Context: an optimization exercise on an open-source flow, tuned for small area. The choices shown serve that exercise and are no tape-out recipe. Where RTL was checked, it was by simulation tests only, not by an equivalence proof against the original. Only the layout flow was run in run 3; the RTL was not checked for function there. Power figures rest on the tool's default switching activity, not on a simulated workload.

File: config.mk
export PLATFORM = sky130hd
export DESIGN_NAME = main
export DESIGN_NICKNAME = main
export VERILOG_FILES = /design/flow/design.v
export SDC_FILE = /design/flow/constraint.sdc
export NUM_CORES = 4
export LEC_CHECK = 0
export CAP_MARGIN = 20
export CORE_MARGIN = 2
export CORE_UTILIZATION = 40
export SLEW_MARGIN = 20
export SYNTH_HIERARCHICAL = 1
export SYNTH_MINIMUM_KEEP_SIZE = 0
File: constraint.sdc
create_clock -name core_clock -period 20.0 [get_ports {clk}]
set_input_delay 4.0000 -clock core_clock [delete_from_list [all_inputs] [get_ports {clk}]]
set_output_delay 4.0000 -clock core_clock [all_outputs]
set_load 0.01 [all_outputs]
File: design.v
module main
  #(
    parameter gate_width = 10,
    parameter MMa_width = 5
   )
   (
    input  logic clk, start_read, reset, ADC_SDAT,
    output logic iv_hold, iv_reset,
    output logic [gate_width:0] gate,
    output logic [MMa_width - 1:0] M, Ma,
    output logic ADC_SCLK, ADC_CS_N, ADC_SADDR, Tx_out,
    output logic [7:0] LED
   );
  logic [5:0] seg;
  logic [5:0] cnt;
  logic [3:0] gi;                       
  logic [2:0] mi, mai;                  
  logic [7:0] data;
  wire [5:0] s = seg;
  wire [5:0] c = cnt;
  wire term;
  seg_end u_term(.seg(seg), .cnt(cnt), .g3(gi[3]), .g1(gi[1]), .term(term));
  wire h_n, u, q, g1z, x27, ones, y, zeros, zn, idle_n;
  c_nand2  u_hn  (.A(s[4]), .B(s[3]), .Y(h_n));
  c_nor2   u_u   (.A(s[5]), .B(s[4]), .Y(u));
  c_and4   u_q   (.A(s[4]), .B(s[3]), .C(s[2]), .D(s[1]), .X(q));
  c_nor4   u_g1z (.A(s[4]), .B(s[3]), .C(s[2]), .D(s[1]), .Y(g1z));
  c_nor3   u_hold(.A(s[5]), .B(q), .C(g1z), .Y(iv_hold));
  c_a21o   u_x27 (.A1(s[1]), .A2(s[0]), .B1(s[2]), .X(x27));
  c_a311o  u_rst (.A1(s[4]), .A2(s[3]), .A3(x27), .B1(s[5]), .C1(g1z), .X(iv_reset));
  c_a21oi  u_cs  (.A1(q), .A2(s[0]), .B1(s[5]), .Y(ADC_CS_N));
  c_nand2b u_sclk(.A_N(s[0]), .B(s[5]), .Y(ADC_SCLK));
  c_nor3   u_ones(.A(s[5]), .B(h_n), .C(s[2]), .Y(ones));
  wire ones_m;                          
  c_nor3   u_onm (.A(s[5]), .B(h_n), .C(s[2]), .Y(ones_m));
  c_nand2b u_y   (.A_N(s[1]), .B(s[2]), .Y(y));
  c_nor3   u_zero(.A(s[5]), .B(h_n), .C(y), .Y(zeros));
  c_inv    u_zn  (.A(zeros), .Y(zn));
  c_nand3b u_idle(.A_N(s[0]), .B(ones), .C(s[1]), .Y(idle_n));
  wire pre3_n, pre, fin_n, p2a_n, p2;
  c_nand3  u_pr3 (.A(s[4]), .B(s[2]), .C(s[1]), .Y(pre3_n));
  c_nor3   u_pre (.A(s[5]), .B(s[0]), .C(pre3_n), .Y(pre));
  c_nand4  u_fin (.A(pre), .B(gi[3]), .C(gi[1]), .D(term), .Y(fin_n));
  c_nand3  u_p2a (.A(s[4]), .B(s[0]), .C(term), .Y(p2a_n));
  c_nor3   u_p2  (.A(s[5]), .B(s[3]), .C(p2a_n), .Y(p2));
  wire clr, wait0, t2n, t3n, t4n, t5n;
  wire [5:0] xn, cnt_d;
  c_nor3   u_w0  (.A(idle_n), .B(c[0]), .C(c[1]), .Y(wait0));
  c_a21o   u_clr (.A1(wait0), .A2(start_read), .B1(term), .X(clr));
  c_or3    u_led0(.A(idle_n), .B(c[0]), .C(c[1]), .X(LED[0]));
  c_nor2   u_cd0 (.A(clr), .B(c[0]), .Y(cnt_d[0]));
  c_xnor2  u_cx1 (.A(c[1]), .B(c[0]), .Y(xn[1]));
  c_nand2  u_t2  (.A(c[1]), .B(c[0]), .Y(t2n));
  c_nand3  u_t3  (.A(c[2]), .B(c[1]), .C(c[0]), .Y(t3n));
  c_nand4  u_t4  (.A(c[3]), .B(c[2]), .C(c[1]), .D(c[0]), .Y(t4n));
  c_nand2b u_t5  (.A_N(t4n), .B(c[4]), .Y(t5n));
  c_xor2   u_cx2 (.A(c[2]), .B(t2n), .X(xn[2]));
  c_xor2   u_cx3 (.A(c[3]), .B(t3n), .X(xn[3]));
  c_xor2   u_cx4 (.A(c[4]), .B(t4n), .X(xn[4]));
  c_xor2   u_cx5 (.A(c[5]), .B(t5n), .X(xn[5]));
  genvar j;
  for (j = 1; j < 6; j++) begin : g_cd
    c_nor2 u_cd(.A(clr), .B(xn[j]), .Y(cnt_d[j]));
  end
  wire [5:0] sum, sc, seg_d;
  c_ha     u_s0  (.A(s[0]), .B(term),  .SUM(sum[0]), .COUT(sc[1]));
  c_ha     u_s1  (.A(s[1]), .B(sc[1]), .SUM(sum[1]), .COUT(sc[2]));
  c_ha     u_s2  (.A(s[2]), .B(sc[2]), .SUM(sum[2]), .COUT(sc[3]));
  c_ha     u_s3  (.A(s[3]), .B(sc[3]), .SUM(sum[3]), .COUT(sc[4]));
  c_ha     u_s4  (.A(s[4]), .B(sc[4]), .SUM(seg_d[4]), .COUT(sc[5]));
  c_xor2   u_s5  (.A(s[5]), .B(sc[5]), .X(seg_d[5]));
  c_and2   u_j0  (.A(sum[0]), .B(fin_n), .X(seg_d[0]));
  c_and2   u_j1  (.A(sum[1]), .B(fin_n), .X(seg_d[1]));
  c_a21o   u_j2  (.A1(sum[2]), .A2(fin_n), .B1(p2), .X(seg_d[2]));
  c_or2    u_j3  (.A(sum[3]), .B(p2), .X(seg_d[3]));
  wire advm, advg;
  wire [2:0] ma_d, m_d;
  wire [3:0] gx, gc, gi_d;
  c_and3b  u_avm (.A_N(mai[0]), .B(p2), .C(mai[2]), .X(advm));
  c_and3b  u_avg (.A_N(mi[0]), .B(advm), .C(mi[2]), .X(advg));
  idx5     u_ima (.q(mai), .adv(p2), .d(ma_d));
  idx5     u_im  (.q(mi), .adv(advm), .d(m_d));
  c_ha     u_g0  (.A(gi[0]), .B(advg),  .SUM(gx[0]), .COUT(gc[1]));
  c_ha     u_g1  (.A(gi[1]), .B(gc[1]), .SUM(gx[1]), .COUT(gc[2]));
  c_ha     u_g2  (.A(gi[2]), .B(gc[2]), .SUM(gx[2]), .COUT(gc[3]));
  c_xor2   u_g3  (.A(gi[3]), .B(gc[3]), .X(gx[3]));
  for (j = 0; j < 4; j++) begin : g_gd
    c_and2 u_gd(.A(gx[j]), .B(idle_n), .X(gi_d[j]));
  end
  wire de;
  c_and4b  u_de  (.A_N(s[0]), .B(s[5]), .C(h_n), .D(term), .X(de));
  always_ff @(posedge clk or negedge reset)
    if (!reset) begin
      cnt[1:0] <= 2'd0;
      seg  <= 6'd26;
      mi   <= 3'd0;
      mai  <= 3'd0;
    end else begin
      cnt[1:0] <= cnt_d[1:0];
      seg  <= seg_d;
      mi   <= m_d;
      mai  <= ma_d;
    end
  always_ff @(posedge clk) begin
    cnt[5:2] <= cnt_d[5:2];
    gi  <= gi_d;
    if (de) data <= {data[6:0], ADC_SDAT};
  end
  wire g0n, g1n, g2n, w;
  wire [3:0] gpn;
  wire [2:0] gqn;
  c_inv    u_g0n (.A(gi[0]), .Y(g0n));
  c_inv    u_g1n (.A(gi[1]), .Y(g1n));
  c_inv    u_g2n (.A(gi[2]), .Y(g2n));
  c_a21oi  u_gp0 (.A1(g1n), .A2(g0n), .B1(ones), .Y(gpn[0]));
  c_a21oi  u_gp1 (.A1(g1n), .A2(gi[0]), .B1(ones), .Y(gpn[1]));
  c_a21oi  u_gp2 (.A1(gi[1]), .A2(g0n), .B1(ones), .Y(gpn[2]));
  c_a21oi  u_gp3 (.A1(gi[1]), .A2(gi[0]), .B1(ones), .Y(gpn[3]));
  c_nor2   u_w   (.A(zeros), .B(gi[3]), .Y(w));
  c_a21oi  u_gq0 (.A1(w), .A2(g2n), .B1(ones), .Y(gqn[0]));
  c_a21oi  u_gq1 (.A1(w), .A2(gi[2]), .B1(ones), .Y(gqn[1]));
  c_a21oi  u_gq2 (.A1(zn), .A2(gi[3]), .B1(ones), .Y(gqn[2]));
  for (j = 0; j <= 10; j++) begin : g_gate
    c_nor2 u_o(.A(gpn[j % 4]), .B(gqn[j / 4]), .Y(gate[j]));
  end
  sel5 u_selm (.q(mi), .ones(ones_m), .zeros(zeros), .zn(zn), .o(M));
  sel5 u_selma(.q(mai), .ones(ones_m), .zeros(zeros), .zn(zn), .o(Ma));
  wire mlo, mhi, mn, inner;
  c_mux4   u_mlo (.A0(data[0]), .A1(data[1]), .A2(data[2]), .A3(data[3]), .S0(s[0]), .S1(s[1]), .X(mlo));
  c_mux4   u_mhi (.A0(data[4]), .A1(data[5]), .A2(data[6]), .A3(data[7]), .S0(s[0]), .S1(s[1]), .X(mhi));
  c_mux2i  u_mn  (.A0(mlo), .A1(mhi), .S(s[2]), .Y(mn));
  c_mux2   u_in  (.A0(s[2]), .A1(mn), .S(s[3]), .X(inner));
  c_nand2  u_tx  (.A(u), .B(inner), .Y(Tx_out));
  c_inv    u_led1(.A(Tx_out), .Y(LED[1]));
  assign ADC_SADDR = 1'b0;
  assign LED[7:2]  = 6'b000000;
endmodule
module seg_end(input logic [5:0] seg, input logic [5:0] cnt, input logic g3, g1,
               output logic term);
  wire [5:0] s = seg;
  wire pre = ~s[5] & s[4] & s[2] & s[1] & ~s[0];
  wire first = ~(g3 & g1);              
  wire [5:0] k;
  assign k[5] = (~s[5] & ~s[4] & s[3]) | (~s[5] & ~s[3] & s[2] & s[1] & s[0]) | (~s[5] & s[4] & ~s[1]);
  assign k[4] = (s[2] & s[1] & s[0]) | (~s[4] & s[3]) | (s[3] & ~s[1]) | s[5];
  assign k[3] = pre & first;
  assign k[2] = (~s[5] & ~s[4] & s[3]) | (~s[5] & ~s[3] & s[2] & s[1] & s[0]) | pre & first;
  assign k[1] = (~s[5] & ~s[4] & s[3]) | (~s[5] & s[3] & ~s[2] & s[1] & ~s[0])
              | (~s[5] & s[4] & s[2] & ~s[1] & ~s[0]);
  assign k[0] = (~s[5] & s[3] & ~s[2] & ~s[1] & ~s[0]) | (~s[5] & s[4] & ~s[1] & s[0]) | pre;
  assign term = &(cnt | ~k);
endmodule
module idx5(input logic [2:0] q, input logic adv, output logic [2:0] d);
  wire q2n, q10;
  c_inv    u_2n (.A(q[2]), .Y(q2n));
  c_and2   u_10 (.A(q[1]), .B(q[0]), .X(q10));
  c_mux2   u_d0 (.A0(q[0]), .A1(q2n), .S(adv), .X(d[0]));
  c_mux2   u_d1 (.A0(q[1]), .A1(q[0]), .S(adv), .X(d[1]));
  c_mux2   u_d2 (.A0(q[2]), .A1(q10), .S(adv), .X(d[2]));
endmodule
module sel5(input logic [2:0] q, input logic ones, zeros, zn, output logic [4:0] o);
  wire q0n, q1n, q2n;
  c_inv    u_0n (.A(q[0]), .Y(q0n));
  c_inv    u_1n (.A(q[1]), .Y(q1n));
  c_inv    u_2n (.A(q[2]), .Y(q2n));
  c_a31o   u_o0 (.A1(zn), .A2(q2n), .A3(q0n), .B1(ones), .X(o[0]));
  c_a31o   u_o1 (.A1(zn), .A2(q[0]), .A3(q1n), .B1(ones), .X(o[1]));
  c_a31o   u_o2 (.A1(zn), .A2(q[1]), .A3(q2n), .B1(ones), .X(o[2]));
  c_a31o   u_o3 (.A1(zn), .A2(q[2]), .A3(q[0]), .B1(ones), .X(o[3]));
  c_a31o   u_o4 (.A1(zn), .A2(q[2]), .A3(q0n), .B1(ones), .X(o[4]));
endmodule
module c_inv   (input logic A, output logic Y); assign Y = ~A; endmodule
module c_nand2 (input logic A, B, output logic Y); assign Y = ~(A & B); endmodule
module c_nor2  (input logic A, B, output logic Y); assign Y = ~(A | B); endmodule
module c_nand3 (input logic A, B, C, output logic Y); assign Y = ~(A & B & C); endmodule
module c_nor3  (input logic A, B, C, output logic Y); assign Y = ~(A | B | C); endmodule
module c_nand4 (input logic A, B, C, D, output logic Y); assign Y = ~(A & B & C & D); endmodule
module c_nor4  (input logic A, B, C, D, output logic Y); assign Y = ~(A | B | C | D); endmodule
module c_and2  (input logic A, B, output logic X); assign X = A & B; endmodule
module c_or2   (input logic A, B, output logic X); assign X = A | B; endmodule
module c_or3   (input logic A, B, C, output logic X); assign X = A | B | C; endmodule
module c_and4  (input logic A, B, C, D, output logic X); assign X = A & B & C & D; endmodule
module c_xor2  (input logic A, B, output logic X); assign X = A ^ B; endmodule
module c_xnor2 (input logic A, B, output logic Y); assign Y = ~(A ^ B); endmodule
module c_ha    (input logic A, B, output logic SUM, COUT); assign SUM = A ^ B; assign COUT = A & B; endmodule
module c_nand2b(input logic A_N, B, output logic Y); assign Y = ~(~A_N & B); endmodule
module c_nor2b (input logic A, B_N, output logic Y); assign Y = ~(A | ~B_N); endmodule
module c_nand3b(input logic A_N, B, C, output logic Y); assign Y = ~(~A_N & B & C); endmodule
module c_nand4b(input logic A_N, B, C, D, output logic Y); assign Y = ~(~A_N & B & C & D); endmodule
module c_and4b (input logic A_N, B, C, D, output logic X); assign X = ~A_N & B & C & D; endmodule
module c_a31o  (input logic A1, A2, A3, B1, output logic X); assign X = (A1 & A2 & A3) | B1; endmodule
module c_and3b (input logic A_N, B, C, output logic X); assign X = ~A_N & B & C; endmodule
module c_a21o  (input logic A1, A2, B1, output logic X); assign X = (A1 & A2) | B1; endmodule
module c_a21oi (input logic A1, A2, B1, output logic Y); assign Y = ~((A1 & A2) | B1); endmodule
module c_a311o (input logic A1, A2, A3, B1, C1, output logic X); assign X = (A1 & A2 & A3) | B1 | C1; endmodule
module c_mux2  (input logic A0, A1, S, output logic X); assign X = S ? A1 : A0; endmodule
module c_mux2i (input logic A0, A1, S, output logic Y); assign Y = ~(S ? A1 : A0); endmodule
module c_mux4  (input logic A0, A1, A2, A3, S0, S1, output logic X);
  assign X = S1 ? (S0 ? A3 : A2) : (S0 ? A1 : A0);
endmodule
File: flow/run.sh
#!/bin/bash
# Layout flow: the standard flow (standard.sh, its synthesis unchanged) with
#  - every logic gate swapped for the smallest cell of its footprint after the
#    floorplan (flow/downsize.tcl); placement's repair_design then fixes slew
#    and capacitance,
#  - the smallest buffer (buf_1) on each input and output port,
#  - one tie cell for the constant outputs (no tie fanout repair),
#  - a clock tree of clkbuf_4 only and no dummy clock loads,
#  - power recovery (downsizing of gates with slack) after global routing.
# Each step's output goes to a log of its own here; the tools' logs are under
# orfs/logs.
set -e
ARGS=(
  BUFFER_PORTS_ARGS="-buffer_cell sky130_fd_sc_hd__buf_1"
  RECOVER_POWER=100
  SKIP_REPAIR_TIE_FANOUT=1
  CTS_ARGS="-sink_clustering_enable -repair_clock_nets -dont_use_dummy_load -buf_list sky130_fd_sc_hd__clkbuf_4"
)
bash standard.sh "${ARGS[@]}" floorplan > standard_floorplan.log 2>&1
openroad -no_init -exit flow/downsize.tcl > downsize.log 2>&1
bash standard.sh "${ARGS[@]}" finish > standard.log 2>&1
File: flow/downsize.tcl
# Swap each logic gate for the smallest cell of the same footprint (same
# function, lowest drive strength); the flow's repair_design fixes slew and
# capacitance afterwards. Flip-flops, buffers and clock cells are left alone.
set res orfs/results/sky130hd/main/base
read_liberty $::env(FLOW_HOME)/platforms/sky130hd/lib/sky130_fd_sc_hd__tt_025C_1v80.lib
read_db $res/2_floorplan.odb
set smaller [dict create \
  sky130_fd_sc_hd__a2111o_2 sky130_fd_sc_hd__a2111o_1 \
  sky130_fd_sc_hd__a2111o_4 sky130_fd_sc_hd__a2111o_1 \
  sky130_fd_sc_hd__a2111oi_1 sky130_fd_sc_hd__a2111oi_0 \
  sky130_fd_sc_hd__a2111oi_2 sky130_fd_sc_hd__a2111oi_0 \
  sky130_fd_sc_hd__a2111oi_4 sky130_fd_sc_hd__a2111oi_0 \
  sky130_fd_sc_hd__a211o_2 sky130_fd_sc_hd__a211o_1 \
  sky130_fd_sc_hd__a211o_4 sky130_fd_sc_hd__a211o_1 \
  sky130_fd_sc_hd__a211oi_2 sky130_fd_sc_hd__a211oi_1 \
  sky130_fd_sc_hd__a211oi_4 sky130_fd_sc_hd__a211oi_1 \
  sky130_fd_sc_hd__a21bo_4 sky130_fd_sc_hd__a21bo_1 \
  sky130_fd_sc_hd__a21boi_2 sky130_fd_sc_hd__a21boi_0 \
  sky130_fd_sc_hd__a21boi_4 sky130_fd_sc_hd__a21boi_0 \
  sky130_fd_sc_hd__a21o_2 sky130_fd_sc_hd__a21o_1 \
  sky130_fd_sc_hd__a21o_4 sky130_fd_sc_hd__a21o_1 \
  sky130_fd_sc_hd__a21oi_2 sky130_fd_sc_hd__a21oi_1 \
  sky130_fd_sc_hd__a21oi_4 sky130_fd_sc_hd__a21oi_1 \
  sky130_fd_sc_hd__a221o_2 sky130_fd_sc_hd__a221o_1 \
  sky130_fd_sc_hd__a221o_4 sky130_fd_sc_hd__a221o_1 \
  sky130_fd_sc_hd__a221oi_2 sky130_fd_sc_hd__a221oi_1 \
  sky130_fd_sc_hd__a221oi_4 sky130_fd_sc_hd__a221oi_1 \
  sky130_fd_sc_hd__a22o_2 sky130_fd_sc_hd__a22o_1 \
  sky130_fd_sc_hd__a22o_4 sky130_fd_sc_hd__a22o_1 \
  sky130_fd_sc_hd__a22oi_2 sky130_fd_sc_hd__a22oi_1 \
  sky130_fd_sc_hd__a22oi_4 sky130_fd_sc_hd__a22oi_1 \
  sky130_fd_sc_hd__a2bb2o_2 sky130_fd_sc_hd__a2bb2o_1 \
  sky130_fd_sc_hd__a2bb2o_4 sky130_fd_sc_hd__a2bb2o_1 \
  sky130_fd_sc_hd__a2bb2oi_2 sky130_fd_sc_hd__a2bb2oi_1 \
  sky130_fd_sc_hd__a2bb2oi_4 sky130_fd_sc_hd__a2bb2oi_1 \
  sky130_fd_sc_hd__a311o_2 sky130_fd_sc_hd__a311o_1 \
  sky130_fd_sc_hd__a311o_4 sky130_fd_sc_hd__a311o_1 \
  sky130_fd_sc_hd__a311oi_2 sky130_fd_sc_hd__a311oi_1 \
  sky130_fd_sc_hd__a311oi_4 sky130_fd_sc_hd__a311oi_1 \
  sky130_fd_sc_hd__a31o_4 sky130_fd_sc_hd__a31o_1 \
  sky130_fd_sc_hd__a31oi_2 sky130_fd_sc_hd__a31oi_1 \
  sky130_fd_sc_hd__a31oi_4 sky130_fd_sc_hd__a31oi_1 \
  sky130_fd_sc_hd__a32o_2 sky130_fd_sc_hd__a32o_1 \
  sky130_fd_sc_hd__a32o_4 sky130_fd_sc_hd__a32o_1 \
  sky130_fd_sc_hd__a32oi_2 sky130_fd_sc_hd__a32oi_1 \
  sky130_fd_sc_hd__a32oi_4 sky130_fd_sc_hd__a32oi_1 \
  sky130_fd_sc_hd__a41o_2 sky130_fd_sc_hd__a41o_1 \
  sky130_fd_sc_hd__a41o_4 sky130_fd_sc_hd__a41o_1 \
  sky130_fd_sc_hd__a41oi_2 sky130_fd_sc_hd__a41oi_1 \
  sky130_fd_sc_hd__a41oi_4 sky130_fd_sc_hd__a41oi_1 \
  sky130_fd_sc_hd__and2_2 sky130_fd_sc_hd__and2_0 \
  sky130_fd_sc_hd__and2_4 sky130_fd_sc_hd__and2_0 \
  sky130_fd_sc_hd__and2b_2 sky130_fd_sc_hd__and2b_1 \
  sky130_fd_sc_hd__and2b_4 sky130_fd_sc_hd__and2b_1 \
  sky130_fd_sc_hd__and3_2 sky130_fd_sc_hd__and3_1 \
  sky130_fd_sc_hd__and3_4 sky130_fd_sc_hd__and3_1 \
  sky130_fd_sc_hd__and3b_2 sky130_fd_sc_hd__and3b_1 \
  sky130_fd_sc_hd__and3b_4 sky130_fd_sc_hd__and3b_1 \
  sky130_fd_sc_hd__and4_2 sky130_fd_sc_hd__and4_1 \
  sky130_fd_sc_hd__and4_4 sky130_fd_sc_hd__and4_1 \
  sky130_fd_sc_hd__and4b_2 sky130_fd_sc_hd__and4b_1 \
  sky130_fd_sc_hd__and4b_4 sky130_fd_sc_hd__and4b_1 \
  sky130_fd_sc_hd__and4bb_4 sky130_fd_sc_hd__and4bb_1 \
  sky130_fd_sc_hd__fa_2 sky130_fd_sc_hd__fa_1 \
  sky130_fd_sc_hd__fa_4 sky130_fd_sc_hd__fa_1 \
  sky130_fd_sc_hd__ha_2 sky130_fd_sc_hd__ha_1 \
  sky130_fd_sc_hd__ha_4 sky130_fd_sc_hd__ha_1 \
  sky130_fd_sc_hd__maj3_2 sky130_fd_sc_hd__maj3_1 \
  sky130_fd_sc_hd__maj3_4 sky130_fd_sc_hd__maj3_1 \
  sky130_fd_sc_hd__mux2_4 sky130_fd_sc_hd__mux2_1 \
  sky130_fd_sc_hd__mux2_8 sky130_fd_sc_hd__mux2_1 \
  sky130_fd_sc_hd__mux2i_2 sky130_fd_sc_hd__mux2i_1 \
  sky130_fd_sc_hd__mux2i_4 sky130_fd_sc_hd__mux2i_1 \
  sky130_fd_sc_hd__mux4_4 sky130_fd_sc_hd__mux4_2 \
  sky130_fd_sc_hd__mux4_1 sky130_fd_sc_hd__mux4_2 \
  sky130_fd_sc_hd__nand2_2 sky130_fd_sc_hd__nand2_1 \
  sky130_fd_sc_hd__nand2_4 sky130_fd_sc_hd__nand2_1 \
  sky130_fd_sc_hd__nand2_8 sky130_fd_sc_hd__nand2_1 \
  sky130_fd_sc_hd__nand2b_2 sky130_fd_sc_hd__nand2b_1 \
  sky130_fd_sc_hd__nand2b_4 sky130_fd_sc_hd__nand2b_1 \
  sky130_fd_sc_hd__nand3_2 sky130_fd_sc_hd__nand3_1 \
  sky130_fd_sc_hd__nand3_4 sky130_fd_sc_hd__nand3_1 \
  sky130_fd_sc_hd__nand3b_2 sky130_fd_sc_hd__nand3b_1 \
  sky130_fd_sc_hd__nand3b_4 sky130_fd_sc_hd__nand3b_1 \
  sky130_fd_sc_hd__nand4_2 sky130_fd_sc_hd__nand4_1 \
  sky130_fd_sc_hd__nand4_4 sky130_fd_sc_hd__nand4_1 \
  sky130_fd_sc_hd__nand4b_2 sky130_fd_sc_hd__nand4b_1 \
  sky130_fd_sc_hd__nand4b_4 sky130_fd_sc_hd__nand4b_1 \
  sky130_fd_sc_hd__nand4bb_2 sky130_fd_sc_hd__nand4bb_1 \
  sky130_fd_sc_hd__nand4bb_4 sky130_fd_sc_hd__nand4bb_1 \
  sky130_fd_sc_hd__nor2_2 sky130_fd_sc_hd__nor2_1 \
  sky130_fd_sc_hd__nor2_4 sky130_fd_sc_hd__nor2_1 \
  sky130_fd_sc_hd__nor2_8 sky130_fd_sc_hd__nor2_1 \
  sky130_fd_sc_hd__nor2b_2 sky130_fd_sc_hd__nor2b_1 \
  sky130_fd_sc_hd__nor2b_4 sky130_fd_sc_hd__nor2b_1 \
  sky130_fd_sc_hd__nor3_2 sky130_fd_sc_hd__nor3_1 \
  sky130_fd_sc_hd__nor3_4 sky130_fd_sc_hd__nor3_1 \
  sky130_fd_sc_hd__nor3b_2 sky130_fd_sc_hd__nor3b_1 \
  sky130_fd_sc_hd__nor3b_4 sky130_fd_sc_hd__nor3b_1 \
  sky130_fd_sc_hd__nor4_2 sky130_fd_sc_hd__nor4_1 \
  sky130_fd_sc_hd__nor4_4 sky130_fd_sc_hd__nor4_1 \
  sky130_fd_sc_hd__nor4b_2 sky130_fd_sc_hd__nor4b_1 \
  sky130_fd_sc_hd__nor4b_4 sky130_fd_sc_hd__nor4b_1 \
  sky130_fd_sc_hd__nor4bb_2 sky130_fd_sc_hd__nor4bb_1 \
  sky130_fd_sc_hd__nor4bb_4 sky130_fd_sc_hd__nor4bb_1 \
  sky130_fd_sc_hd__o2111a_2 sky130_fd_sc_hd__o2111a_1 \
  sky130_fd_sc_hd__o2111a_4 sky130_fd_sc_hd__o2111a_1 \
  sky130_fd_sc_hd__o2111ai_2 sky130_fd_sc_hd__o2111ai_1 \
  sky130_fd_sc_hd__o2111ai_4 sky130_fd_sc_hd__o2111ai_1 \
  sky130_fd_sc_hd__o211a_4 sky130_fd_sc_hd__o211a_1 \
  sky130_fd_sc_hd__o211ai_2 sky130_fd_sc_hd__o211ai_1 \
  sky130_fd_sc_hd__o211ai_4 sky130_fd_sc_hd__o211ai_1 \
  sky130_fd_sc_hd__o21a_2 sky130_fd_sc_hd__o21a_1 \
  sky130_fd_sc_hd__o21a_4 sky130_fd_sc_hd__o21a_1 \
  sky130_fd_sc_hd__o21ai_2 sky130_fd_sc_hd__o21ai_0 \
  sky130_fd_sc_hd__o21ai_4 sky130_fd_sc_hd__o21ai_0 \
  sky130_fd_sc_hd__o21ba_4 sky130_fd_sc_hd__o21ba_1 \
  sky130_fd_sc_hd__o21bai_2 sky130_fd_sc_hd__o21bai_1 \
  sky130_fd_sc_hd__o21bai_4 sky130_fd_sc_hd__o21bai_1 \
  sky130_fd_sc_hd__o221a_4 sky130_fd_sc_hd__o221a_1 \
  sky130_fd_sc_hd__o221ai_2 sky130_fd_sc_hd__o221ai_1 \
  sky130_fd_sc_hd__o221ai_4 sky130_fd_sc_hd__o221ai_1 \
  sky130_fd_sc_hd__o22a_2 sky130_fd_sc_hd__o22a_1 \
  sky130_fd_sc_hd__o22a_4 sky130_fd_sc_hd__o22a_1 \
  sky130_fd_sc_hd__o22ai_2 sky130_fd_sc_hd__o22ai_1 \
  sky130_fd_sc_hd__o22ai_4 sky130_fd_sc_hd__o22ai_1 \
  sky130_fd_sc_hd__o2bb2a_2 sky130_fd_sc_hd__o2bb2a_1 \
  sky130_fd_sc_hd__o2bb2a_4 sky130_fd_sc_hd__o2bb2a_1 \
  sky130_fd_sc_hd__o2bb2ai_2 sky130_fd_sc_hd__o2bb2ai_1 \
  sky130_fd_sc_hd__o2bb2ai_4 sky130_fd_sc_hd__o2bb2ai_1 \
  sky130_fd_sc_hd__o311a_2 sky130_fd_sc_hd__o311a_1 \
  sky130_fd_sc_hd__o311a_4 sky130_fd_sc_hd__o311a_1 \
  sky130_fd_sc_hd__o311ai_2 sky130_fd_sc_hd__o311ai_0 \
  sky130_fd_sc_hd__o311ai_4 sky130_fd_sc_hd__o311ai_0 \
  sky130_fd_sc_hd__o31a_2 sky130_fd_sc_hd__o31a_1 \
  sky130_fd_sc_hd__o31a_4 sky130_fd_sc_hd__o31a_1 \
  sky130_fd_sc_hd__o31ai_2 sky130_fd_sc_hd__o31ai_1 \
  sky130_fd_sc_hd__o31ai_4 sky130_fd_sc_hd__o31ai_1 \
  sky130_fd_sc_hd__o32a_2 sky130_fd_sc_hd__o32a_1 \
  sky130_fd_sc_hd__o32a_4 sky130_fd_sc_hd__o32a_1 \
  sky130_fd_sc_hd__o32ai_2 sky130_fd_sc_hd__o32ai_1 \
  sky130_fd_sc_hd__o32ai_4 sky130_fd_sc_hd__o32ai_1 \
  sky130_fd_sc_hd__o41a_2 sky130_fd_sc_hd__o41a_1 \
  sky130_fd_sc_hd__o41a_4 sky130_fd_sc_hd__o41a_1 \
  sky130_fd_sc_hd__o41ai_2 sky130_fd_sc_hd__o41ai_1 \
  sky130_fd_sc_hd__o41ai_4 sky130_fd_sc_hd__o41ai_1 \
  sky130_fd_sc_hd__or2_4 sky130_fd_sc_hd__or2_0 \
  sky130_fd_sc_hd__or2b_2 sky130_fd_sc_hd__or2b_1 \
  sky130_fd_sc_hd__or2b_4 sky130_fd_sc_hd__or2b_1 \
  sky130_fd_sc_hd__or3_2 sky130_fd_sc_hd__or3_1 \
  sky130_fd_sc_hd__or3_4 sky130_fd_sc_hd__or3_1 \
  sky130_fd_sc_hd__or3b_4 sky130_fd_sc_hd__or3b_1 \
  sky130_fd_sc_hd__or4_2 sky130_fd_sc_hd__or4_1 \
  sky130_fd_sc_hd__or4_4 sky130_fd_sc_hd__or4_1 \
  sky130_fd_sc_hd__or4b_4 sky130_fd_sc_hd__or4b_1 \
  sky130_fd_sc_hd__or4bb_2 sky130_fd_sc_hd__or4bb_1 \
  sky130_fd_sc_hd__or4bb_4 sky130_fd_sc_hd__or4bb_1 \
  sky130_fd_sc_hd__xnor2_2 sky130_fd_sc_hd__xnor2_1 \
  sky130_fd_sc_hd__xnor2_4 sky130_fd_sc_hd__xnor2_1 \
  sky130_fd_sc_hd__xnor3_2 sky130_fd_sc_hd__xnor3_1 \
  sky130_fd_sc_hd__xnor3_4 sky130_fd_sc_hd__xnor3_1 \
  sky130_fd_sc_hd__xor2_2 sky130_fd_sc_hd__xor2_1 \
  sky130_fd_sc_hd__xor2_4 sky130_fd_sc_hd__xor2_1 \
  sky130_fd_sc_hd__xor3_2 sky130_fd_sc_hd__xor3_1 \
  sky130_fd_sc_hd__xor3_4 sky130_fd_sc_hd__xor3_1]
set n 0
foreach inst [get_cells *] {
  set m [get_property $inst ref_name]
  if {[dict exists $smaller $m]} {
    replace_cell $inst [get_lib_cells [dict get $smaller $m]]
    incr n
  }
}
puts "downsized $n cells"
write_db $res/2_floorplan.odb
File: standard.sh
#!/bin/bash
# synth_recipe.tcl (not shown) runs the flow's synth.tcl, then flattens the netlist and writes it again
# the make line also repeats each setting of config.mk as NAME=value (left out here)
make -C /OpenROAD-flow-scripts/flow DESIGN_CONFIG=/design/flow/config.mk WORK_HOME=/design/flow/orfs CLKGATE_MAP_FILE= SYNTH_SCRIPT=/design/flow/synth_recipe.tcl "${@:-finish}"
==> results of run 1 <==
[layout by cell type (no fill, tap or decap), types with 2 or more instances in the layout]
cell,netlist,final
a31o_1,10,10
nand2_1,3,3
and2_0,0,4
nand4b_1,2,2
mux2_1,0,7
dfstp_1,0,2
buf_1,0,30
inv_1,14,14
nand3_1,3,3
dfrtp_1,11,11
dfxtp_1,8,8
nand3b_1,2,2
nor2_1,19,19
a21o_1,3,3
clkbuf_4,0,5
nand2b_1,4,4
and2_1,8,4
edfxtp_1,8,8
xor2_1,6,6
ha_1,8,8
nand4_1,2,2
nor3_1,0,7
o21ai_0,1,2
and3b_1,2,2
a31oi_1,3,3
mux4_2,2,2
a21oi_1,1,9
[registers in the layout (all words and copies together), names as in the netlist]
signal / cells
data: 8
cnt: 6
seg: 6
gi: 4
mai: 3
mi: 3
[per-layer routing]
metal	track usage, %	up-vias
li1	-	675
met5	0	-
met1	17.2	639
met4	5.87	0
met2	21.6	19
met3	4.64	5
[critical path, cell delays in order (launching register included)]
cell	delay, ns
dfstp_1	0.76
nand2_1	0.17
nor3_1	0.65
nand3b_1	0.29
or3_1	0.40
buf_1	0.13
[area by class of cell]
| class | count | area [sq um] |
|---|---|---|
| Inverter | 14 | 52.6 |
| Timing Repair Buffer | 31 | 116 |
| Sequential cell | 30 | 754 |
| Clock buffer | 5 | 37.5 |
| Tap cell | 52 | 65.1 |
| Multi-Input combinational cell | 120 | 881 |
| Fill cell | 448 | 2480 |
[final timing paths]
path	slack [ns]	endpoint	startpoint	depth (start not counted)
min	0.46	data[3]$_DFFE_PP_	data[2]$_DFFE_PP_	0
min reg2reg	0.46	data[3]$_DFFE_PP_	data[2]$_DFFE_PP_	0
max in group asynchronous	15.74	seg[5]$_DFF_PN0_	reset	1
min in group asynchronous	3.73	mai[1]$_DFF_PN0_	reset	1
max reg2reg	16.28	gi[2]$_DFF_P_	seg[1]$_DFF_PN1_	12
max	13.30	LED[0]	seg[4]$_DFF_PN1_	5
[kinds of logic after synthesis]
group / after synthesis
AND/OR/NAND/NOR: 62
adder cells (fa/ha/maj): 8
XOR/XNOR: 7
other: 1
buffers and inverters: 21
multiplexers: 10
AO/OA/AOI/OAI: 32
flip-flops: 30
[cell usage after synthesis, drive strengths merged (4+ instances only)]
cell type,n,area share [%]
a21oi,9,4.1
a31o,10,4.8
and2,8,2.7
buf,7,2.9
dfrtp,11,15
dfxtp,8,8.7
edfxtp,8,13
ha,8,5.4
inv,14,2.9
mux2,7,5.7
nand2b,4,1.4
nor2,19,3.9
nor3,7,3.8
xor2,6,2.9
[Yosys stat by module, one instance, submodules excluded, excerpt]
module    flops+latches  area (sq um)  copies in the design  cells inside
c_a21oi               0          8.76                     8             1
c_a311o               0          10.0                     1             1
c_a31o                0          8.76                    10             1
c_and3b               0          8.76                     2             1
c_and4                0          8.76                     1             1
c_ha                  0          12.5                     8             1
c_mux2                0          15.0                     7             1
c_mux2i               0          10.0                     1             1
c_mux4                0          22.5                     2             1
c_nand2               0          3.75                     3             1
c_nand3               0          5.00                     3             1
c_nand3b              0          7.51                     1             1
c_nor2                0          3.75                    19             1
c_nor3                0          10.0                     7             1
c_or3                 0          6.26                     1             1
c_xor2                0          8.76                     6             1
[per-stage QoR]
stage / instance area [sq um] / util (%) / power, mW / instances
floorplan: 1840 / - / 0.0653 / 171
global route: 1910 / 43.5 / 0.0971 / 252
detailed placement: 1870 / 42.6 / 0.0651 / 247
CTS: 1910 / 43.5 / 0.0949 / 252
finish: 1910 / 43.5 / 0.0929 / 252
global placement: 1870 / 42.6 / 0.0650 / 247
[where the power goes]
| group | switching, mW | internal [mW] |
|---|---|---|
| clock | 0.0175 | 0.0117 |
| sequential | 0 | 0.0624 |
| combinational | 0.00119 | 0.000128 |
==> results.sh, run 1 <==
export IMPL_outcome="finished clean"
export IMPL_grt_total_usage_pct=13.7
export IMPL_post_drt_via_cell_ratio=5.31
export IMPL_core_area_sq_mm=0.00438
export IMPL_dr_wl_met2_um=1440
export IMPL_clk_pin_slew_ns=0.10
export IMPL_avgRoutedWirePerCell_um=12.8
export IMPL_crit_required_ns=16.00
export IMPL_dp_hpwl_um=2290
export IMPL_fin_ws_ns=13.30
export IMPL_antenna_found_initial=0
export IMPL_synth_cell_types=45
export IMPL_clockRootBuffer="clkbuf_4"
export IMPL_max_cap_viol_count=0
export IMPL_finalSetupViolCount=0
export IMPL_syn_area_sq_mm=0.00184
export IMPL_whs_ns=0.459
export IMPL_place_gp_congestion=0.694
export IMPL_io_pins=39
export IMPL_synth_top_family_by_area="simple AND/OR/NAND/NOR gates"
export IMPL_h_tree_depth=2
export IMPL_route_met3_wl_um=133
export IMPL_irDropWorstVdd_uv=23.3
export IMPL_syn2layout_area_growth_pct=3.74
export IMPL_min_period_ns=6.70
export IMPL_crit_type="reg -> out"
export IMPL_wl_um=3220
export IMPL_synth_compound_area_share_pct=14.0
export IMPL_clock_sinks=30
export IMPL_synth_simple_area_share_pct=21.5
export IMPL_max_freq_ghz=0.149
export IMPL_leakage_nw=0.729
export IMPL_dp_slack_ns=13.78
export IMPL_hold_viol=0
export IMPL_end_kind="primary output"
export IMPL_slew_violations=0
export IMPL_grt_first_pass_wirelength_um=5460
export IMPL_ctsHoldBuffers=0
export IMPL_power_density_mw_per_mm2=48.7
export IMPL_die_area_sq_mm=0.00515
export IMPL_wl_met1_um=1590
export IMPL_relSlewSlack_pct=34.2
export IMPL_synth_adder_area_share_pct=5.45
export IMPL_post_synth_xor_area_fraction_pct=3.34
export IMPL_dr_pass1_iters=4
export IMPL_post_cts_buffers=0
export IMPL_hold_path_class="reg -> reg"
export IMPL_die_x_um=71.8
export IMPL_worstMarginPinSlew_ns=0.979
export IMPL_ys_flop_type="dfrtp_1"
export IMPL_rows=24
export IMPL_fin_setup_tns_ns=0
export IMPL_synth_area_per_cell_sq_um=10.7
export IMPL_fp_dieH_um=71.8
export IMPL_timing_final_crit_share_pct=33.5
export IMPL_nets=214
export IMPL_path_max_fanout=14
export IMPL_cts_tree="yes"
export IMPL_drt_iter0_drc=19
export IMPL_numCtsBuffers=5
export IMPL_start_kind="flop"
export IMPL_grt_pass1_vias=1220
export IMPL_drc=0
export IMPL_clock_latency_ns=0.32
export IMPL_grt_ovfl_total=0
export IMPL_rsz0062_at_grt="false"
export IMPL_arrival_ns=2.70
export IMPL_syn_num_nets=183
export IMPL_yosys_warnings=7
export IMPL_diodes=0
export IMPL_grt_max_degree=19
export IMPL_clk_path_buf_depth=2
export IMPL_start_util_pct=41.9
export IMPL_synth_seq_cells=30
export IMPL_vias=1338
export IMPL_antenna_left=0
export IMPL_synth_edf_count=8
export IMPL_io_buffers=31
export IMPL_drive_above_1_share_pct=4.00
export IMPL_ys_seq_area_share_pct=41.0
export IMPL_skew_ns=0.0272
export IMPL_ctsResizeCount=0
export IMPL_synth_cells=171
export IMPL_muxShareOfSynthArea_pct=8.71
export IMPL_highest_layer="met4"
export IMPL_async_flop_share_pct=46.7
==> run 2, diff against run 1 <==
--- a/design.v
+++ b/design.v
@@ -78,8 +78,11 @@
   wire [3:0] gx, gc, gi_d;
   c_and3b  u_avm (.A_N(mai[0]), .B(p2), .C(mai[2]), .X(advm));
   c_and3b  u_avg (.A_N(mi[0]), .B(advm), .C(mi[2]), .X(advg));
-  idx5     u_ima (.q(mai), .adv(p2), .d(ma_d));
-  idx5     u_im  (.q(mi), .adv(advm), .d(m_d));
+  wire ma2n, m2n;
+  c_inv    u_ma2n(.A(mai[2]), .Y(ma2n));
+  c_inv    u_m2n (.A(mi[2]), .Y(m2n));
+  idx5     u_ima (.q(mai), .q2n(ma2n), .adv(p2), .d(ma_d));
+  idx5     u_im  (.q(mi), .q2n(m2n), .adv(advm), .d(m_d));
   c_ha     u_g0  (.A(gi[0]), .B(advg),  .SUM(gx[0]), .COUT(gc[1]));
   c_ha     u_g1  (.A(gi[1]), .B(gc[1]), .SUM(gx[1]), .COUT(gc[2]));
   c_ha     u_g2  (.A(gi[2]), .B(gc[2]), .SUM(gx[2]), .COUT(gc[3]));
@@ -123,8 +126,8 @@
   for (j = 0; j <= 10; j++) begin : g_gate
     c_nor2 u_o(.A(gpn[j % 4]), .B(gqn[j / 4]), .Y(gate[j]));
   end
-  sel5 u_selm (.q(mi), .ones(ones_m), .zeros(zeros), .zn(zn), .o(M));
-  sel5 u_selma(.q(mai), .ones(ones_m), .zeros(zeros), .zn(zn), .o(Ma));
+  sel5 u_selm (.q(mi), .q2n(m2n), .ones(ones_m), .zn(zn), .o(M));
+  sel5 u_selma(.q(mai), .q2n(ma2n), .ones(ones_m), .zn(zn), .o(Ma));
   wire mlo, mhi, mn, inner;
   c_mux4   u_mlo (.A0(data[0]), .A1(data[1]), .A2(data[2]), .A3(data[3]), .S0(s[0]), .S1(s[1]), .X(mlo));
   c_mux4   u_mhi (.A0(data[4]), .A1(data[5]), .A2(data[6]), .A3(data[7]), .S0(s[0]), .S1(s[1]), .X(mhi));
@@ -150,19 +153,17 @@
   assign k[0] = (~s[5] & s[3] & ~s[2] & ~s[1] & ~s[0]) | (~s[5] & s[4] & ~s[1] & s[0]) | pre;
   assign term = &(cnt | ~k);
 endmodule
-module idx5(input logic [2:0] q, input logic adv, output logic [2:0] d);
-  wire q2n, q10;
-  c_inv    u_2n (.A(q[2]), .Y(q2n));
+module idx5(input logic [2:0] q, input logic q2n, adv, output logic [2:0] d);
+  wire q10;
   c_and2   u_10 (.A(q[1]), .B(q[0]), .X(q10));
   c_mux2   u_d0 (.A0(q[0]), .A1(q2n), .S(adv), .X(d[0]));
   c_mux2   u_d1 (.A0(q[1]), .A1(q[0]), .S(adv), .X(d[1]));
   c_mux2   u_d2 (.A0(q[2]), .A1(q10), .S(adv), .X(d[2]));
 endmodule
-module sel5(input logic [2:0] q, input logic ones, zeros, zn, output logic [4:0] o);
-  wire q0n, q1n, q2n;
+module sel5(input logic [2:0] q, input logic q2n, ones, zn, output logic [4:0] o);
+  wire q0n, q1n;
   c_inv    u_0n (.A(q[0]), .Y(q0n));
   c_inv    u_1n (.A(q[1]), .Y(q1n));
-  c_inv    u_2n (.A(q[2]), .Y(q2n));
   c_a31o   u_o0 (.A1(zn), .A2(q2n), .A3(q0n), .B1(ones), .X(o[0]));
   c_a31o   u_o1 (.A1(zn), .A2(q[0]), .A3(q1n), .B1(ones), .X(o[1]));
   c_a31o   u_o2 (.A1(zn), .A2(q[1]), .A3(q2n), .B1(ones), .X(o[2]));
==> run 2 against run 1 <==
Against the previous run: still clean on timing, DRC and antenna; first-iteration DRC count rose by 100%; worst hold slack worse by 0.0053 ns; final cell count shrank 0.79%; clock skew shrank 0.0050 ns; sequential share of layout area up 0.16 points; setup slack worse by 0.0010 ns; largest cell class unchanged; highest routed layer unchanged.
==> results.sh, run 2 <==
export IMPL_outcome="finished clean"
export IMPL_drt_iter0_drc=38
export IMPL_start_kind="flop"
export IMPL_syn_area_sq_mm=0.00183
export IMPL_yosysTopAreaCell="dfrtp_1"
export IMPL_synth_edf_count=8
export IMPL_rr_endpoint="gi[3]$_DFF_P_"
export IMPL_crit_chain="nand2_1 -> nor3_1 -> nand3b_1 -> or3_1 -> buf_1"
export IMPL_final_common_cell="buf_1"
export IMPL_r2r_slack_ns=16.27
export IMPL_numCtsBuffers=5
export IMPL_crit_type="reg -> out"
export IMPL_io_buffers=31
export IMPL_skew_ns=0.0222
export IMPL_final_cell_mix="buf_1, nor2_1, inv_1"
export IMPL_filler_cell_count=454
export IMPL_drive_above_1_share_pct=4.04
export IMPL_r2r_start="seg[1]$_DFF_PN1_"
export IMPL_post_drt_via_cell_ratio=5.25
export IMPL_cp_depth=5
export IMPL_dp_hpwl_um=2350
export IMPL_core_area_sq_mm=0.00438
export IMPL_grt_ovfl_total=0
export IMPL_wl_um=3270
export IMPL_critPathSlowestCell="dfstp_1"
export IMPL_die_x_um=71.7
export IMPL_fp_dieH_um=71.7
export IMPL_reg2regPathDepth=13
export IMPL_clockRootBuffer="clkbuf_4"
export IMPL_utilization_pct=43.3
export IMPL_post_cts_buffers=0
export IMPL_syn2layout_area_growth_pct=3.76
export IMPL_regMostFlops="data"
export IMPL_yosysMostFrequentCell="nor2_1"
export IMPL_clk_path_buf_depth=2
export IMPL_crit_required_ns=16.00
export IMPL_max_freq_ghz=0.149
export IMPL_arrival_ns=2.70
export IMPL_ctsResizeCount=0
export IMPL_ys_flop_type="dfrtp_1"
export IMPL_rows=24
export IMPL_max_cap_viol_count=0
export IMPL_diodes=0
export IMPL_synth_seq_cells=30
export IMPL_timing_final_crit_share_pct=33.5
export IMPL_crit_buf_inv=1
export IMPL_synth_area_per_cell_sq_um=10.8
export IMPL_crit_path_max_incr_delay_ns=0.77
export IMPL_largest_registers="data: 8 flops, cnt: 6 flops, seg: 6 flops"
export IMPL_leakage_nw=0.729
export IMPL_relSlewSlack_pct=35.6
export IMPL_end_kind="primary output"
export IMPL_syn_num_nets=181
export IMPL_cp_endpoint="LED[0]"
export IMPL_h_tree_depth=2
export IMPL_irDropWorstVdd_uv=33.1
export IMPL_synth_cells=169
export IMPL_avgRoutedWirePerCell_um=13.1
export IMPL_die_area_sq_mm=0.00513
export IMPL_largest_reg_flops=8
export IMPL_grt_pass1_vias=1184
export IMPL_grt_total_usage_pct=13.7
export IMPL_vias=1313
export IMPL_rsz0062_at_grt="false"
export IMPL_antenna_found_initial=0
export IMPL_power_density_mw_per_mm2=49.2
export IMPL_min_period_ns=6.70
export IMPL_hold_viol=0
export IMPL_yosys_warnings=7
export IMPL_drc=0
export IMPL_grt_max_degree=19
export IMPL_clk_pin_slew_ns=0.10
export IMPL_async_flop_share_pct=46.7
export IMPL_synth_common_cells="nor2_1, inv_1, dfrtp_1, a31o_1"
export IMPL_path_delay_family="simple AND/OR/NAND/NOR gates"
export IMPL_path_max_fanout=14
export IMPL_dr_pass1_iters=4
export IMPL_slew_violations=0
export IMPL_clock_sinks=30
export IMPL_clock_latency_ns=0.32
export IMPL_synth_cell_types=45
export IMPL_cp_startpoint="seg[4]$_DFF_PN1_"
export IMPL_place_gp_congestion=0.720
export IMPL_antenna_left=0
export IMPL_hold_path_class="reg -> reg"
export IMPL_finalSetupViolCount=0
export IMPL_grt_first_pass_wirelength_um=5420
export IMPL_nets=212
export IMPL_yosys_area_top_type_share_pct=15.0
export IMPL_ctsHoldBuffers=0
export IMPL_worstMarginPinSlew_ns=0.959
export IMPL_synth_area_leaders="dfrtp_1, edfxtp_1, dfxtp_1"
export IMPL_io_pins=39
export IMPL_ys_seq_area_share_pct=41.2
export IMPL_fin_setup_tns_ns=0
export IMPL_cts_tree="yes"
export IMPL_start_util_pct=41.8
[run 2: layer usage]
metal	part of all wire [%]	up-vias	wire length, um	track usage [%]
met2	44	26	1450	20.9
met3	4.5	5	147	5.20
li1	-	672	-	-
met1	50	610	1640	17.9
met5	0	-	0	0
met4	1.2	0	39	4.40
[run 2: modules after synthesis (local to each module, per instance), excerpt]
module | area [sq um] | cells | flip-flops and latches | times used
seg_end | 149 | 20 | 0 | 1
c_nand4 | 6.26 | 1 | 0 | 2
c_nor2 | 3.75 | 1 | 0 | 19
main | 811 | 38 | 30 | 1
c_nand3b | 7.51 | 1 | 0 | 1
c_mux2 | 15.0 | 1 | 0 | 7
c_ha | 12.5 | 1 | 0 | 8
c_mux2i | 10.0 | 1 | 0 | 1
c_inv | 3.75 | 1 | 0 | 11
c_or3 | 6.26 | 1 | 0 | 1
[run 2: area by class of cell]
| cell class | count | area [sq um] | share of cell area, % |
|---|---|---|---|
| Multi-Input combinational cell | 120 | 881 | 46.4 |
| Sequential cell | 30 | 754 | 39.7 |
| Timing Repair Buffer | 31 | 116 | 6.13 |
| Tap cell | 52 | 65.1 | 3.43 |
| Inverter | 12 | 45.0 | 2.37 |
| Clock buffer | 5 | 37.5 | 1.98 |
[run 2: per-stage QoR]
step                      setup WS, ns  hold slack, ns  power, mW  cells  instance area (sq um)
after CTS                        13.41           0.456     0.0957    250                   1900
final                            13.30           0.454     0.0934    250                   1900
after floorplan                  14.04           0.421     0.0653    169                   1830
after detailed placement         13.79           0.432     0.0651    245                   1860
after global routing             12.97           0.467     0.0998    250                   1900
after global placement           13.85           0.429     0.0651    245                   1860
[run 2: power breakdown]
group / switching, mW / total (mW) / leakage, nW / internal, mW
Combinational: 0.00120 / 0.00132 / 0.401 / 0.000128
Clock: 0.0180 / 0.0298 / 0.0230 / 0.0117
Sequential: 0 / 0.0624 / 0.305 / 0.0624
[run 2: how the worst min path moves through the flow]
stage,start,end,cells after the start
CTS,data[3]$_DFFE_PP_,data[4]$_DFFE_PP_,0
finish,data[3]$_DFFE_PP_,data[4]$_DFFE_PP_,0
floorplan,data[2]$_DFFE_PP_,data[3]$_DFFE_PP_,0
global route,data[3]$_DFFE_PP_,data[4]$_DFFE_PP_,0
detailed placement,data[3]$_DFFE_PP_,data[4]$_DFFE_PP_,0
global placement,data[3]$_DFFE_PP_,data[4]$_DFFE_PP_,0
[run 2: worst register-to-register path, delay by kind of cell (launching register included)]
kind	cells	cell delay, ns
simple gates	6	1.67
flops	1	0.86
compound gates	3	0.61
fa+ha+maj	3	0.44
xor+xnor	1	0.06
[run 2: logic make-up after synthesis]
| logic type | share of synthesized area (%) |
|---|---|
| AO/OA/AOI/OAI | 14.1 |
| XOR/XNOR | 3.35 |
| adder cells (fa/ha/maj) | 5.47 |
| buffers and inverters | 5.33 |
| flip-flops | 41.2 |
| multiplexers | 8.75 |
| other | 0.205 |
| AND/OR/NAND/NOR | 21.6 |
==> run 3, diff against run 2 <==
--- a/design.v
+++ b/design.v
@@ -148,9 +148,8 @@
   assign k[4] = (s[2] & s[1] & s[0]) | (~s[4] & s[3]) | (s[3] & ~s[1]) | s[5];
   assign k[3] = pre & first;
   assign k[2] = (~s[5] & ~s[4] & s[3]) | (~s[5] & ~s[3] & s[2] & s[1] & s[0]) | pre & first;
-  assign k[1] = (~s[5] & ~s[4] & s[3]) | (~s[5] & s[3] & ~s[2] & s[1] & ~s[0])
-              | (~s[5] & s[4] & s[2] & ~s[1] & ~s[0]);
-  assign k[0] = (~s[5] & s[3] & ~s[2] & ~s[1] & ~s[0]) | (~s[5] & s[4] & ~s[1] & s[0]) | pre;
+  assign k[1] = (~s[5] & ~s[4] & s[3]) | (~s[5] & s[3] & ~s[2] & ~s[0]) | (~s[5] & s[4] & s[2] & ~s[1] & s[0]);
+  assign k[0] = (~s[5] & ~s[4] & s[3] & ~s[2] & ~s[1] & ~s[0]) | (~s[5] & s[4] & ~s[3] & ~s[0]) | (~s[5] & s[4] & s[2] & ~s[1] & ~s[0]) | pre;
   assign term = &(cnt | ~k);
 endmodule
 module idx5(input logic [2:0] q, input logic q2n, adv, output logic [2:0] d);
==> run 3 against run 2 <==
Against the previous run: total power rose by 0.35%; non-clock buffer count did not move; setup slack got worse by 0.056 ns; register-to-register slack got worse by 0.02 ns; clock skew fell by 0.0076 ns; combinational power barely moved; clock-buffer cell count did not move; final cell count rose by 1.6%; wire length rose by 1.9%; largest power group unchanged; die area barely moved.
==> results.sh, run 3 <==
export IMPL_ys_flop_type="dfrtp_1"
export IMPL_drt_iter0_drc=114
export IMPL_ctsResizeCount=0
export IMPL_highest_layer="met4"
export IMPL_post_drt_via_cell_ratio=5.20
export IMPL_dr_wl_met2_um=1480
export IMPL_timing_final_crit_share_pct=33.8
export IMPL_relSlewSlack_pct=26.4
export IMPL_yosysTopAreaCell="dfrtp_1"
export IMPL_fin_setup_tns_ns=0
export IMPL_outcome="finished clean"
export IMPL_power_mw=0.0938
export IMPL_yosys_area_top_type_share_pct=15.0
export IMPL_cts_tree="yes"
export IMPL_synth_common_cells="nor2_1, inv_1, dfrtp_1, a31o_1"
export IMPL_cp_endpoint="LED[0]"
export IMPL_route_met3_wl_um=191
export IMPL_clk_pin_slew_ns=0.09
export IMPL_skew_ns=0.0146
export IMPL_post_cts_buffers=0
export IMPL_ctsHoldBuffers=0
export IMPL_irDropWorstVdd_uv=22.7
export IMPL_dp_hpwl_um=2350
export IMPL_diodes=0
export IMPL_wl_um=3340
export IMPL_rr_endpoint="gi[3]$_DFF_P_"
export IMPL_filler_cell_count=431
export IMPL_slew_violations=0
export IMPL_die_area_sq_mm=0.00514
export IMPL_largest_reg_flops=8
export IMPL_clk_path_buf_depth=2
export IMPL_final_cell_mix="buf_1, nor2_1, inv_1"
export IMPL_synth_area_per_cell_sq_um=10.6
export IMPL_yosys_warnings=7
export IMPL_synth_cells=173
export IMPL_ys_seq_area_share_pct=41.2
export IMPL_start_util_pct=41.8
export IMPL_hold_viol=0
export IMPL_antenna_left=0
export IMPL_clock_sinks=30
export IMPL_io_pins=39
export IMPL_max_cap_viol_count=0
export IMPL_io_buffers=31
export IMPL_dr_pass1_iters=4
export IMPL_synth_area_leaders="dfrtp_1, edfxtp_1, dfxtp_1"
export IMPL_grt_max_degree=18
export IMPL_syn_num_nets=185
export IMPL_hold_path_class="reg -> reg"
export IMPL_rows=24
export IMPL_avgRoutedWirePerCell_um=13.1
export IMPL_clockRootBuffer="clkbuf_4"
export IMPL_reg2regPathDepth=13
export IMPL_wl_met1_um=1610
export IMPL_rsz0062_at_grt="false"
export IMPL_syn2layout_area_growth_pct=3.69
export IMPL_r2r_slack_ns=16.25
export IMPL_max_freq_ghz=0.148
export IMPL_min_period_ns=6.75
export IMPL_nets=216
export IMPL_h_tree_depth=2
export IMPL_crit_required_ns=16.00
export IMPL_synth_seq_cells=30
export IMPL_fp_dieH_um=71.7
export IMPL_async_flop_share_pct=46.7
export IMPL_crit_type="reg -> out"
export IMPL_grt_total_usage_pct=13.9
export IMPL_path_max_fanout=12
export IMPL_drc=0
export IMPL_synth_cell_types=44
export IMPL_regMostFlops="data"
export IMPL_r2r_start="seg[3]$_DFF_PN1_"
export IMPL_synth_edf_count=8
export IMPL_core_area_sq_mm=0.00438
export IMPL_arrival_ns=2.75
export IMPL_syn_area_sq_mm=0.00183
export IMPL_power_density_mw_per_mm2=49.4
export IMPL_leakage_nw=0.764
export IMPL_antenna_found_initial=0
export IMPL_grt_ovfl_total=0
export IMPL_finalSetupViolCount=0
export IMPL_yosysMostFrequentCell="nor2_1"
export IMPL_final_common_cell="buf_1"
export IMPL_cp_startpoint="seg[3]$_DFF_PN1_"
export IMPL_place_gp_congestion=0.766
export IMPL_worstMarginPinSlew_ns=1.10
export IMPL_start_kind="flop"
export IMPL_numCtsBuffers=5
export IMPL_drive_above_1_share_pct=4.95
export IMPL_vias=1321
export IMPL_end_kind="primary output"
export IMPL_die_x_um=71.7
export IMPL_clock_latency_ns=0.32
export IMPL_grt_pass1_vias=1195
export IMPL_largest_registers="data: 8 flops, cnt: 6 flops, seg: 6 flops"
export IMPL_grt_first_pass_wirelength_um=5610
==> run 3: cell types whose count changed after synthesis, moves of 2 or more <==
cell      before  now
a31oi_1        3    1
nand4b_1       2    0
nor2_1        19   22
nand2_1        3    5
==> run 3: worst min-delay path by stage <==
stage | endpoint | depth (start not counted) | from | slack (ns)
after floorplan | data[3]$_DFFE_PP_ | 0 | data[2]$_DFFE_PP_ | 0.42
after global placement | data[3]$_DFFE_PP_ | 0 | data[2]$_DFFE_PP_ | 0.43
final | data[4]$_DFFE_PP_ | 0 | data[3]$_DFFE_PP_ | 0.45
after detailed placement | data[4]$_DFFE_PP_ | 0 | data[3]$_DFFE_PP_ | 0.43
after CTS | data[4]$_DFFE_PP_ | 0 | data[3]$_DFFE_PP_ | 0.45
after global routing | data[4]$_DFFE_PP_ | 0 | data[3]$_DFFE_PP_ | 0.46
==> run 3: logic make-up (layout without fill, tap and decap cells) <==
| family | after synthesis | after routing | synth area share, % |
|---|---|---|---|
| compound gates | 31 | 31 | 14.2 |
| xor+xnor | 7 | 7 | 3.35 |
| fa+ha+maj | 8 | 8 | 5.46 |
| buf+inv | 20 | 49 | 5.53 |
| flops | 30 | 30 | 41.2 |
| mux | 11 | 11 | 9.36 |
| other cells | 1 | 1 | 0.205 |
| simple gates | 65 | 65 | 20.7 |
==> run 3: per-module statistics from Yosys, one instance, submodules excluded, excerpt <==
module,copies in the design,flip-flops and latches
c_a31o,10,0
c_and2,8,0
c_and3b,2,0
c_and4b,1,0
c_ha,8,0
c_inv,11,0
c_mux2,7,0
c_mux2i,1,0
c_nand4,2,0
c_xnor2,1,0
seg_end,1,0
==> run 3: critical path: stages, from the launching register on <==
cell      delay, ns
dfstp_1        0.73
nand2_1        0.17
nor3_1         0.70
nand3b_1       0.29
or3_1          0.40
buf_1          0.13
==> run 3: layer usage <==
metal / GRT usage, % / vias to the layer above
met1: 18.4 / 603
met2: 21.4 / 39
met4: 5.87 / 0
met3: 3.66 / 7
met5: 0 / -
li1: - / 672
==> run 3: report_power, final <==
part,switching [mW],internal (mW)
registers,0,0.0624
logic,0.00117,0.000128
clock network,0.0184,0.0117
total,0.0196,0.0742
==> run 3: final cells by class <==
type | count | area (sq um) | share of cell area, %
multi-input cells | 123 | 877 | 46.2
flip-flops and latches | 30 | 754 | 39.7
repair buffers | 31 | 116 | 6.13
well taps | 52 | 65.1 | 3.43
inverters | 13 | 48.8 | 2.57
clock buffers | 5 | 37.5 | 1.98
==> run 3: stage by stage <==
step	std cells	hold WS (ns)	instance area (sq um)	setup slack [ns]	utilization, %
2_1_floorplan	173	0.421	1830	14.03	-
3_3_place_gp	249	0.426	1860	13.84	42.5
3_5_place_dp	249	0.428	1860	13.72	42.5
4_1_cts	254	0.451	1900	13.33	43.3
5_1_grt	254	0.459	1900	12.96	43.3
6_report	254	0.447	1900	13.25	43.3
==> run 4, diff against run 3 <==
--- a/design.v
+++ b/design.v
@@ -18,8 +18,7 @@
   logic [7:0] data;
   wire [5:0] s = seg;
   wire [5:0] c = cnt;
-  wire term;
-  seg_end u_term(.seg(seg), .cnt(cnt), .g3(gi[3]), .g1(gi[1]), .term(term));
+  wire term;                            
   wire h_n, u, q, g1z, x27, ones, y, zeros, zn, idle_n;
   c_nand2  u_hn  (.A(s[4]), .B(s[3]), .Y(h_n));
   c_nor2   u_u   (.A(s[5]), .B(s[4]), .Y(u));
@@ -43,6 +42,8 @@
   c_nand4  u_fin (.A(pre), .B(gi[3]), .C(gi[1]), .D(term), .Y(fin_n));
   c_nand3  u_p2a (.A(s[4]), .B(s[0]), .C(term), .Y(p2a_n));
   c_nor3   u_p2  (.A(s[5]), .B(s[3]), .C(p2a_n), .Y(p2));
+  seg_end u_term(.seg(seg), .cnt(cnt), .g3(gi[3]), .g1(gi[1]), .pre(pre), .u(u), .ones(ones),
+                 .zeros(zeros), .term(term));
   wire clr, wait0, t2n, t3n, t4n, t5n;
   wire [5:0] xn, cnt_d;
   c_nor3   u_w0  (.A(idle_n), .B(c[0]), .C(c[1]), .Y(wait0));
@@ -139,17 +140,18 @@
   assign LED[7:2]  = 6'b000000;
 endmodule
 module seg_end(input logic [5:0] seg, input logic [5:0] cnt, input logic g3, g1,
-               output logic term);
+               input logic pre, u, ones, zeros, output logic term);
   wire [5:0] s = seg;
-  wire pre = ~s[5] & s[4] & s[2] & s[1] & ~s[0];
   wire first = ~(g3 & g1);              
+  wire d = u & s[3];                    
+  wire s7 = ~s[5] & ~s[3] & s[2] & s[1] & s[0];    
   wire [5:0] k;
-  assign k[5] = (~s[5] & ~s[4] & s[3]) | (~s[5] & ~s[3] & s[2] & s[1] & s[0]) | (~s[5] & s[4] & ~s[1]);
+  assign k[5] = d | s7 | (~s[5] & s[4] & ~s[1]);
   assign k[4] = (s[2] & s[1] & s[0]) | (~s[4] & s[3]) | (s[3] & ~s[1]) | s[5];
   assign k[3] = pre & first;
-  assign k[2] = (~s[5] & ~s[4] & s[3]) | (~s[5] & ~s[3] & s[2] & s[1] & s[0]) | pre & first;
-  assign k[1] = (~s[5] & ~s[4] & s[3]) | (~s[5] & s[3] & ~s[2] & ~s[0]) | (~s[5] & s[4] & s[2] & ~s[1] & s[0]);
-  assign k[0] = (~s[5] & ~s[4] & s[3] & ~s[2] & ~s[1] & ~s[0]) | (~s[5] & s[4] & ~s[3] & ~s[0]) | (~s[5] & s[4] & s[2] & ~s[1] & ~s[0]) | pre;
+  assign k[2] = d | s7 | pre & first;
+  assign k[1] = d | (ones & ~s[0]) | (zeros & s[0]);
+  assign k[0] = (d & ~s[2] & ~s[1] & ~s[0]) | (~s[5] & s[4] & ~s[3] & ~s[0]) | (zeros & ~s[0]) | pre;
   assign term = &(cnt | ~k);
 endmodule
 module idx5(input logic [2:0] q, input logic q2n, adv, output logic [2:0] d);
==> run 4 against run 3 <==
Against the previous run: still clean on timing, DRC and antenna; synthesized cell count shrank 4.0%; via count down 2.4%; final area fell by 1.8%; utilization decreased by 0.48 points; non-clock buffer count is the same; area after synthesis shrank 1.9%; wire length hardly changed; worst hold slack improved by 0.016 ns; register-to-register slack lost 0.16 ns; sequential cell count did not move; highest routed layer unchanged.
==> results.sh, run 4 <==
export IMPL_async_flop_share_pct=46.7
export IMPL_crit_buf_inv=1
export IMPL_yosysTopAreaCell="dfrtp_1"
export IMPL_synth_cell_types=41
export IMPL_crit_required_ns=16.00
export IMPL_io_pins=39
export IMPL_synth_area_per_cell_sq_um=10.8
export IMPL_syn2layout_area_growth_pct=3.83
export IMPL_vias=1289
export IMPL_crit_type="reg -> out"
export IMPL_grt_pass1_vias=1183
export IMPL_max_cap_viol_count=0
export IMPL_outcome="finished clean"
export IMPL_core_area_sq_mm=0.00435
export IMPL_largest_reg_flops=8
export IMPL_dp_hpwl_um=2390
export IMPL_clock_latency_ns=0.33
export IMPL_hold_viol=0
export IMPL_ctsHoldBuffers=0
export IMPL_place_gp_congestion=0.751
export IMPL_critPathSlowestCell="nor3_1"
export IMPL_synth_cells=166
export IMPL_antenna_left=0
export IMPL_r2r_slack_ns=16.09
export IMPL_leakage_nw=0.735
export IMPL_start_kind="flop"
export IMPL_utilization_pct=42.8
export IMPL_fp_dieH_um=71.0
export IMPL_r2r_start="seg[4]$_DFF_PN1_"
export IMPL_arrival_ns=2.77
export IMPL_yosysMostFrequentCell="nor2_1"
export IMPL_irDropWorstVdd_uv=30.9
export IMPL_power_density_mw_per_mm2=50.5
export IMPL_reg2regPathDepth=15
export IMPL_final_common_cell="buf_1"
export IMPL_ys_flop_type="dfrtp_1"
export IMPL_worstMarginPinSlew_ns=0.964
export IMPL_io_buffers=31
export IMPL_synth_seq_cells=30
export IMPL_synth_common_cells="nor2_1, dfrtp_1, inv_1, a31o_1"
export IMPL_hp_start="data[2]$_DFFE_PP_"
export IMPL_syn_num_nets=178
export IMPL_path_max_fanout=11
export IMPL_antenna_found_initial=0
export IMPL_numCtsBuffers=5
export IMPL_whs_ns=0.463
export IMPL_synth_area_leaders="dfrtp_1, edfxtp_1, dfxtp_1"
export IMPL_grt_total_usage_pct=14.5
export IMPL_largest_registers="data: 8 flops, cnt: 6 flops, seg: 6 flops"
==> run 4: layout make-up <==
| type | instances | share of cell area, % |
|---|---|---|
| multi-input cells | 118 | 45.6 |
| flip-flops and latches | 30 | 40.4 |
| repair buffers | 31 | 6.24 |
| well taps | 52 | 3.49 |
| inverters | 11 | 2.21 |
| clock buffers | 5 | 2.01 |
==> run 4: worst max-delay path by stage <==
stage,startpoint,end,slack [ns],cells after the start
2_1_floorplan,seg[3]$_DFF_PN1_,LED[0],14.02,4
3_3_place_gp,seg[4]$_DFF_PN1_,LED[0],13.80,5
3_5_place_dp,seg[4]$_DFF_PN1_,LED[0],13.71,5
4_1_cts,seg[4]$_DFF_PN1_,LED[0],13.34,5
5_1_grt,seg[4]$_DFF_PN1_,LED[0],12.98,5
6_report,seg[4]$_DFF_PN1_,LED[0],13.23,5
==> run 4: cell families (layout without fill, tap and decap cells) <==
kind of cell             count (synthesis)  after routing  share of synthesized area [%]
flip-flops                              30             30                           42.0
buffers and inverters                   18             47                           5.22
XOR/XNOR                                 7              7                           3.41
adder cells (fa/ha/maj)                  8              8                           5.57
multiplexers                            11             11                           9.47
other                                    1              1                          0.209
AND/OR/NAND/NOR                         61             61                           20.1
AO/OA/AOI/OAI                           30             30                           14.0
==> run 4: worst register-to-register path, delay by kind of cell (launching register included) <==
family          cells  cell delay [ns]
simple gates        8             1.84
fa+ha+maj           3             0.54
mux                 1             0.17
xor+xnor            1             0.15
flops               1             0.71
compound gates      2             0.38
==> run 4: Yosys stat by module (local to each module, per instance), a selection <==
module | copies in the design | cells inside | flops+latches | area, sq um
c_a21o | 3 | 1 | 0 | 7.51
c_a21oi | 8 | 1 | 0 | 8.76
c_a311o | 1 | 1 | 0 | 10.0
c_a31o | 10 | 1 | 0 | 8.76
c_and2 | 8 | 1 | 0 | 6.26
c_inv | 11 | 1 | 0 | 3.75
c_nor3 | 7 | 1 | 0 | 10.0
c_or3 | 1 | 1 | 0 | 6.26
c_xor2 | 6 | 1 | 0 | 8.76
==> run 4: layer usage <==
layer,part of all wire (%),wire length [um],global-route usage [%]
met3,4.7,158,4.27
met5,0,0,0
met1,49,1640,19.8
met4,2.0,68,7.13
met2,44,1470,21.1
==> run 4: report_power, final <==
| group | leakage [nW] | total [mW] | internal (mW) | switching [mW] |
|---|---|---|---|---|
| Clock | 0.0230 | 0.0305 | 0.0117 | 0.0188 |
| Combinational | 0.407 | 0.00132 | 0.000128 | 0.00120 |
| Sequential | 0.305 | 0.0624 | 0.0624 | 0 |
==> run 4: per-stage QoR <==
stage,setup slack (ns),area (sq um),instances,power [mW]
final,13.23,1870,247,0.0942
after global routing,12.98,1870,247,0.0992
after CTS,13.34,1870,247,0.0965
after detailed placement,13.71,1830,242,0.0651
after global placement,13.80,1830,242,0.0651
after floorplan,14.02,1800,166,0.0653

Re-timed with assumed drivers on the ports (clkbuf_16 on the clock, buf_2 on other inputs), run 4 has 13.209 ns of setup slack against 13.235 ns with ideal ports, and 13.553 ns once port delays also move by the mid clock arrival of 0.344 ns.
